This is an optimization exercise on Yosys and OpenROAD, whose aim is small area and a short achievable clock period, not a production implementation.
The flow treats the clock pin as an ideal source. Dropping or thinning the clock tree relies on that and would not hold on a real chip.
Power and IR drop assume default switching activity.

==> flow/design.v <==
module moving_avg_filt(
  input clk,
  input signed [7:0] signal_in,
  output signed [7:0] signal_out
  );
  parameter N = 64;  
  reg signed [7:0] q [0:N];
  reg signed [13:0] sum;
  reg [13:0] acc;
  reg [5:0] phase;
  reg load;
  reg keep;
  wire signed [13:0] acc_sum = {~acc[13], acc[12:0]};
  wire [13:0] base = load ? acc_sum : sum;
  wire [13:0] x = {{6{q[0][7]}}, q[0]};
  wire [13:0] y = ~{{6{q[N][7]}}, q[N]};
  wire [13:0] s3 = base ^ x ^ y;
  wire [13:0] c3 = (base & x) | (base & y) | (x & y);
  wire [7:0] acc_lo = keep ? acc[7:0] : 8'd0;
  wire [8:0] alo = {1'b0, acc_lo} + {1'b0, ~q[0][7], q[0][6:0]};
  wire [5:0] ahi_up = acc[13:8] + 6'd1;
  wire [5:0] ahi = keep ? (alo[8] ? ahi_up : acc[13:8]) : 6'd0;
  integer i;
  always @(posedge clk) begin
    q[0] <= signal_in;
    for (i = 0; i < N; i = i + 1)
      q[i + 1] <= q[i];
    phase <= phase + 6'd1;
    load <= (phase == 6'd62);
    keep <= (phase != 6'd62);
    sum <= s3 + {c3[12:0], 1'b1};
    acc <= {ahi, alo[7:0]};
  end
  assign signal_out = sum[13:6];
endmodule
==> flow/config.mk <==
export PLATFORM = sky130hd
export DESIGN_NAME = moving_avg_filt
export DESIGN_NICKNAME = moving_avg_filt
export VERILOG_FILES = /design/flow/design.v
export SDC_FILE = /design/flow/constraint.sdc
export NUM_CORES = 4
export LEC_CHECK = 0
export ABC_CLOCK_PERIOD_IN_PS = 2000
export CAP_MARGIN = 20
export CORE_MARGIN = 2
export CORE_UTILIZATION = 60
export HOLD_SLACK_MARGIN = 0
export PLACE_DENSITY = 0.75
export SLEW_MARGIN = 20
==> flow/constraint.sdc <==
create_clock -name core_clock -period 8.0 [get_ports {clk}]
set_input_delay 1.6000 -clock core_clock [delete_from_list [all_inputs] [get_ports {clk}]]
set_output_delay 1.6000 -clock core_clock [all_outputs]
set_load 0.01 [all_outputs]
standard.sh (not shown) runs the stock make flow with config.mk's settings and CLKGATE_MAP_FILE= SYNTH_SCRIPT=/design/flow/synth_recipe.tcl, a recipe that flattens the netlist after the stock synthesis.
==> flow/flow/run.sh <==
#!/bin/bash
# Standard ORFS layout (standard synthesis unchanged) with port buffers of a
# plain buffer cell, no CTS dummy loads, a tighter setup repair target, and
# the clock tree's branch level removed after CTS (flow/collapse.tcl).
set -euo pipefail
bash standard.sh \
  BUFFER_PORTS_ARGS="-buffer_cell sky130_fd_sc_hd__buf_2" \
  CTS_ARGS="-sink_clustering_enable -repair_clock_nets -dont_use_dummy_load -sink_clustering_size 34 -sink_clustering_max_diameter 70 -buf_list {sky130_fd_sc_hd__clkbuf_16}" \
  POST_CTS_TCL="$PWD/flow/collapse.tcl" \
  SETUP_SLACK_MARGIN=5.4 \
  finish > flow.log 2>&1
==> flow/flow/collapse.tcl <==
# Remove the branch level of the clock tree: every clock buffer that the root
# buffer drives and that itself drives only clock buffers is taken out, and the
# buffers it drove are fed by the root buffer directly. All leaf buffers stay
# one level below the root, so every register's clock keeps the same depth.
set block [ord::get_db_block]
set clk_net [$block findNet clk]
set root ""
foreach it [$clk_net getITerms] {
  if {[$it isInputSignal]} { set root [$it getInst] }
}
set root_out [[$root findITerm X] getNet]
set removed 0
foreach it [$root_out getITerms] {
  set inst [$it getInst]
  if {$inst == $root} { continue }
  set x [$inst findITerm X]
  if {$x == "NULL" || $x == ""} { continue }
  set out [$x getNet]
  set loads {}
  set all_bufs 1
  foreach lt [$out getITerms] {
    if {[$lt getInst] == $inst} { continue }
    if {![string match "sky130_fd_sc_hd__clkbuf_*" [[[$lt getInst] getMaster] getName]]} { set all_bufs 0 }
    lappend loads $lt
  }
  if {!$all_bufs} { continue }
  foreach lt $loads {
    $lt disconnect
    $lt connect $root_out
  }
  $x disconnect
  $it disconnect
  odb::dbInst_destroy $inst
  odb::dbNet_destroy $out
  incr removed
}
puts "collapse.tcl: removed $removed branch clock buffers"
estimate_parasitics -placement
report_clock_skew
Edit:
==> flow/design.v (replaced) <==
module moving_avg_filt(
  input clk,
  input signed [7:0] signal_in,
  output reg signed [7:0] signal_out
  );
  parameter N = 64;  
  reg signed [7:0] q [0:N-1];
  reg [13:0] ss;
  reg [13:0] sc;
  reg [13:0] acc;
  reg [5:0] phase;
  reg load;
  reg clear;
  integer i;
  wire [7:0] xu = {~signal_in[7], signal_in[6:0]};       
  wire [7:0] q0u = {~q[0][7], q[0][6:0]};                
  wire [7:0] yn = {q[N-1][7], ~q[N-1][6:0]};             
  wire [13:0] a = load ? acc : ss;
  wire [13:0] b = load ? {6'd0, q0u} : sc;
  wire [13:0] k = load ? 14'h2000 : 14'h3f00;
  wire [13:0] r1c = {k[13:8], xu};
  wire [13:0] s1 = a ^ b ^ r1c;
  wire [14:0] c1 = {(a & b) | (a & r1c) | (b & r1c), ~load};    
  wire [13:0] r2c = {6'd0, load ? 8'd0 : yn};
  wire [13:0] s2 = s1 ^ c1[13:0] ^ r2c;
  wire [14:0] c2 = {(s1 & c1[13:0]) | (s1 & r2c) | (c1[13:0] & r2c), 1'b0};
  wire [13:0] sum = ss + sc;
  always @(posedge clk) begin
    q[0] <= signal_in;
    for (i = 0; i < N - 1; i = i + 1)
      q[i + 1] <= q[i];
    phase <= phase + 6'd1;
    load <= (phase == 6'd62);
    clear <= (phase == 6'd0);
    ss <= s2;
    sc <= c2[13:0];
    acc <= (clear ? 14'd0 : acc) + {6'd0, q0u};
    signal_out <= sum[13:6];
  end
endmodule
Sequential share of layout area climbs by 0.19 points.
Setup slack is better by 110 ps.
Power rises by 4.5%.
Die area grows by 3.2%.
Sequential cell count goes up by 13.
Function was not checked in any run of this note: the RTL went through the layout flow alone.

==> static timing again, ports no longer ideal <==
Ports are ideal in the flow. The routed layouts listed here were re-timed in OpenROAD.
Step 1 sets driving cells, clkbuf_16 on the clock port and buf_2 on the other inputs (assumed; they add their load-dependent delay and slew).
Step 2 also shifts input and output timing later by t, the mid clock arrival at the registers, as if the neighbouring blocks saw the same clock.
Three values: ideal ports, drivers, drivers and shift; two values: the first two.
| run | shift t [ns] | slack for setup (ns) | cell pins on the clock port's net |
|---|---|---|---|
| the first run | 0.528 | 5.341 / 5.341 / 5.341 | 1 |
| the second run | 0.536 | 5.448 / 5.402 / 5.103 | 1 |
After both steps setup and hold are still met in every run listed. For the second run, which loses most, drivers alone change the setup slack by -0.046 ns; drivers and shift together by -0.345 ns.
